Context: an optimization exercise on an open-source flow, tuned for small area, a short achievable clock period and few clock cycles. The choices shown serve that exercise and are no tape-out recipe.
Power is estimated from default activity; no workload was simulated.

==> flow/design.v <==
module axi4_lite_slave #(
    parameter int unsigned ADDR_WIDTH = 32,
    parameter int unsigned DATA_WIDTH = 32
)(
    input  logic                  aclk,
    input  logic                  aresetn,         
    input  logic [ADDR_WIDTH-1:0] awaddr,
    input  logic                  awvalid,
    output logic                  awready,
    input  logic [DATA_WIDTH-1:0] wdata,
    input  logic [3:0]            wstrb,
    input  logic                  wvalid,
    output logic                  wready,
    output logic [1:0]            bresp,
    output logic                  bvalid,
    input  logic                  bready,
    input  logic [ADDR_WIDTH-1:0] araddr,
    input  logic                  arvalid,
    output logic                  arready,
    output logic [DATA_WIDTH-1:0] rdata,
    output logic [1:0]            rresp,
    output logic                  rvalid,
    input  logic                  rready
);
    localparam int unsigned NUM_REGS = 16;
    function automatic logic addr_ok(input logic [ADDR_WIDTH-1:0] a);
        addr_ok = (a[1:0] == 2'b00) && (a[ADDR_WIDTH-1:6] == '0);
    endfunction
    logic [DATA_WIDTH-1:0] reg_file [0:NUM_REGS-1];
    logic                  aw_v, w_v;      
    logic                  wr_go;          
    logic [NUM_REGS-1:0]   aw_sel;         
    logic                  aw_ok;
    logic [DATA_WIDTH-1:0] w_data;
    logic [3:0]            w_strb;
    logic                  awready_r, wready_r;
    logic                  b0_v, b1_v;     
    logic                  b0_err, b1_err;
    logic aw_hs, w_hs, pair, aw_v_n, w_v_n, push, push_ok, pop;
    logic b0_v_n, b1_v_n;
    assign aw_hs   = awvalid & awready_r;
    assign w_hs    = wvalid & wready_r;
    assign pair    = aw_v & w_v;               
    assign aw_v_n  = aw_hs | (aw_v & ~pair);
    assign w_v_n   = w_hs  | (w_v  & ~pair);
    assign push    = aw_v_n & w_v_n;           
    assign push_ok = aw_hs ? addr_ok(awaddr) : aw_ok;
    assign pop     = b0_v & bready;
    assign b0_v_n  = b1_v | push | (b0_v & ~pop);
    assign b1_v_n  = ~pop & (b1_v | (b0_v & push));
    assign awready = awready_r;
    assign wready  = wready_r;
    assign bvalid  = b0_v;
    assign bresp   = {b0_err, 1'b0};
    always_ff @(posedge aclk) begin
        if (aw_hs) begin
            for (int i = 0; i < NUM_REGS; i++)
                aw_sel[i] <= addr_ok(awaddr) && (awaddr[5:2] == 4'(i));
            aw_ok  <= addr_ok(awaddr);
        end
        if (w_hs) begin
            w_data <= wdata;
            w_strb <= wstrb;
        end
        b0_err <= ((~b0_v | pop) & (b1_v ? b1_err : ~push_ok)) | (b0_v & ~pop & b0_err);
        if (~b1_v | pop) b1_err <= ~push_ok;
    end
    always_ff @(posedge aclk) begin
        if (!aresetn) begin
            aw_v      <= 1'b0;
            w_v       <= 1'b0;
            wr_go     <= 1'b0;
            b0_v      <= 1'b0;
            b1_v      <= 1'b0;
            awready_r <= 1'b1;
            wready_r  <= 1'b1;
        end else begin
            aw_v      <= aw_v_n;
            w_v       <= w_v_n;
            wr_go     <= push;
            b0_v      <= b0_v_n;
            b1_v      <= b1_v_n;
            awready_r <= ~(aw_v_n & ~w_v_n) & ~b1_v_n;
            wready_r  <= ~(w_v_n & ~aw_v_n) & ~b1_v_n;
        end
    end
    logic [DATA_WIDTH-1:0] wr_d;
    assign wr_d = w_data & {DATA_WIDTH{aresetn}};
    always_ff @(posedge aclk) begin
        for (int i = 0; i < NUM_REGS; i++)
            for (int b = 0; b < 4; b++)
                if (!aresetn || (wr_go && aw_sel[i] && w_strb[b]))
                    reg_file[i][8*b +: 8] <= wr_d[8*b +: 8];
    end
    logic                  arready_r;
    logic                  rvalid_r, v1, v2;
    logic [3:0]            idx0, idx1, idx2;
    logic                  ok0, ok1, ok2;
    logic [DATA_WIDTH-1:0] rdata_r;
    logic                  rerr_r;
    logic ar_hs, take, ar_ok, v2_n, s_ok;
    logic [3:0] ar_idx;
    logic [NUM_REGS-1:0] s_sel;
    logic [DATA_WIDTH-1:0] rd_mux;
    assign ar_hs  = arvalid & arready_r;
    assign ar_idx = araddr[5:2];
    assign ar_ok  = addr_ok(araddr);
    assign take   = ~rvalid_r | rready;         
    assign v2_n   = ~take & (v2 | (v1 & ar_hs));
    assign s_ok   = take ? ok1  : ok0;
    logic [NUM_REGS*DATA_WIDTH-1:0] rf_flat;
    logic [NUM_REGS-1:0] sel0, sel1;
    always_comb begin
        for (int i = 0; i < NUM_REGS; i++) begin
            sel0[i] = ok0 && (idx0 == 4'(i));
            sel1[i] = ok1 && (idx1 == 4'(i));
            rf_flat[i*DATA_WIDTH +: DATA_WIDTH] = reg_file[i];
        end
    end
    axi4_lite_slave_selmux #(.N(NUM_REGS)) u_selmux (
        .s   (take),
        .a   (sel0),
        .b   (sel1),
        .y   (s_sel)
    );
    axi4_lite_slave_rdmux #(.N(NUM_REGS), .W(DATA_WIDTH)) u_rdmux (
        .sel (s_sel),
        .din (rf_flat),
        .dout(rd_mux)
    );
    assign arready = arready_r;
    assign rvalid  = rvalid_r;
    assign rdata   = rdata_r;
    assign rresp   = {rerr_r, 1'b0};
    always_ff @(posedge aclk) begin
        if (take) begin
            idx0 <= idx1;
            ok0  <= ok1;
        end
        if (take | ~v1) begin
            idx1 <= (take & v2) ? idx2 : ar_idx;
            ok1  <= (take & v2) ? ok2  : ar_ok;
        end
        if (~v2) begin
            idx2 <= ar_idx;
            ok2  <= ar_ok;
        end
        rdata_r <= rd_mux;
        rerr_r  <= ~s_ok;
    end
    always_ff @(posedge aclk) begin
        if (!aresetn) begin
            rvalid_r  <= 1'b0;
            v1        <= 1'b0;
            v2        <= 1'b0;
            arready_r <= 1'b1;
        end else begin
            rvalid_r  <= v1 | ~take;
            v1        <= (take ? v2 : v1) | ar_hs;
            v2        <= v2_n;
            arready_r <= ~v2_n;
        end
    end
endmodule
module axi4_lite_slave_rdmux #(
    parameter int unsigned N = 16,
    parameter int unsigned W = 32
)(
    input  logic [N-1:0] sel,
    input  logic [N*W-1:0] din,       
    output logic [W-1:0] dout
);
    always_comb begin
        dout = '0;
        for (int i = 0; i < N; i++)
            dout = dout | (din[i*W +: W] & {W{sel[i]}});
    end
endmodule
module axi4_lite_slave_selmux #(
    parameter int unsigned N = 16
)(
    input  logic         s,
    input  logic [N-1:0] a,
    input  logic [N-1:0] b,
    output logic [N-1:0] y
);
    assign y = s ? b : a;
endmodule
==> flow/config.mk <==
export PLATFORM = sky130hd
export DESIGN_NAME = axi4_lite_slave
export DESIGN_NICKNAME = axi4_lite_slave
export VERILOG_FILES = /design/flow/design.v
export SDC_FILE = /design/flow/constraint.sdc
export NUM_CORES = 4
export LEC_CHECK = 0
export CAP_MARGIN = 20
export CORE_MARGIN = 2
export CORE_UTILIZATION = 40
export CTS_CLUSTER_DIAMETER = 80
export CTS_CLUSTER_SIZE = 25
export SETUP_SLACK_MARGIN = 2.0
export SLEW_MARGIN = 20
export SYNTH_HIERARCHICAL = 1
==> flow/constraint.sdc <==
create_clock -name core_clock -period 4.0 [get_ports {aclk}]
set_input_delay 0.8000 -clock core_clock [delete_from_list [all_inputs] [get_ports {aclk}]]
set_output_delay 0.8000 -clock core_clock [all_outputs]
set_load 0.01 [all_outputs]
standard.sh (not shown) runs the stock make flow with config.mk's settings and CLKGATE_MAP_FILE= SYNTH_SCRIPT=/design/flow/synth_recipe.tcl, a recipe that flattens the netlist after the stock synthesis.
==> flow/flow/run.sh <==
#!/bin/bash
# Standard ORFS layout, with the I/O port buffers made from a small buffer
# cell (buffer_ports -buffer_cell) instead of the one OpenROAD picks itself.
set -euo pipefail
EXTRA=()
[[ -f flow/extra_args ]] && mapfile -t EXTRA < flow/extra_args
bash standard.sh "BUFFER_PORTS_ARGS=-buffer_cell sky130_fd_sc_hd__buf_1" "${EXTRA[@]}" finish > make_finish.log 2>&1
Rerun with:
--- a/flow/design.v
+++ b/flow/design.v
@@ -30,5 +30,5 @@
     logic                  aw_v, w_v;      
     logic                  wr_go;          
-    logic [NUM_REGS-1:0]   aw_sel;         
+    logic [3:0]            aw_idx;
     logic                  aw_ok;
     logic [DATA_WIDTH-1:0] w_data;
@@ -55,6 +55,5 @@
     always_ff @(posedge aclk) begin
         if (aw_hs) begin
-            for (int i = 0; i < NUM_REGS; i++)
-                aw_sel[i] <= addr_ok(awaddr) && (awaddr[5:2] == 4'(i));
+            aw_idx <= awaddr[5:2];
             aw_ok  <= addr_ok(awaddr);
         end
@@ -78,5 +77,5 @@
             aw_v      <= aw_v_n;
             w_v       <= w_v_n;
-            wr_go     <= push;
+            wr_go     <= push & push_ok;
             b0_v      <= b0_v_n;
             b1_v      <= b1_v_n;
@@ -90,5 +89,5 @@
         for (int i = 0; i < NUM_REGS; i++)
             for (int b = 0; b < 4; b++)
-                if (!aresetn || (wr_go && aw_sel[i] && w_strb[b]))
+                if (!aresetn || (wr_go && aw_idx == 4'(i) && w_strb[b]))
                     reg_file[i][8*b +: 8] <= wr_d[8*b +: 8];
     end
Effect:
- sequential share of layout area shrinks by 2.0 points
- core utilization is higher by 1.5 points
- worst setup slack got worse by 0.031 ns
- final area increases slightly
- combinational power rises by about a fifth
- worst hold slack improves by 0.0045 ns
- synthesized area falls by a few percent
- via count is lower slightly
- routed wire length came out higher slightly
- sequential power falls by a few percent
- count of clock-buffer cells in the layout stays the same
- cell count hardly moves
- register-to-register slack loses 0.03 ns
No run of this note included a check of the RTL's function; only the layout flow was run.

static timing again, ports no longer ideal:
The results above use ideal ports. As a check the final layouts listed here were re-extracted and re-timed, cells and wires unchanged. Step 1, drivers: a clkbuf_16 drives aclk and a buf_2 each remaining input, both assumed. Step 2 times the ports against the registers' clock, not the clock port: input delays grow and output delays shrink by t, the midpoint of the rising clock arrivals with the driver on. a / b / c = ideal ports / drivers / drivers and shift; a / b = the first two.
| run | t, ns | setup WS [ns] | hold WS [ns] | latest minus earliest clock arrival (ns) | worst register clock-pin slew, ns |
|---|---|---|---|---|---|
| the first run | 0.673 | 1.827 / 1.827 / 1.360 | 0.340 / 0.304 / 0.490 | 0.030 / 0.029 | 0.11 / 0.11 |
| the second run | 0.665 | 1.796 / 1.796 / 1.338 | 0.344 / 0.305 / 0.490 | 0.035 / 0.036 | 0.11 / 0.11 |
After both steps every run listed still meets setup and hold. For the first run, which loses most, drivers alone change the setup slack by 0.000 ns; drivers and shift together by -0.467 ns.
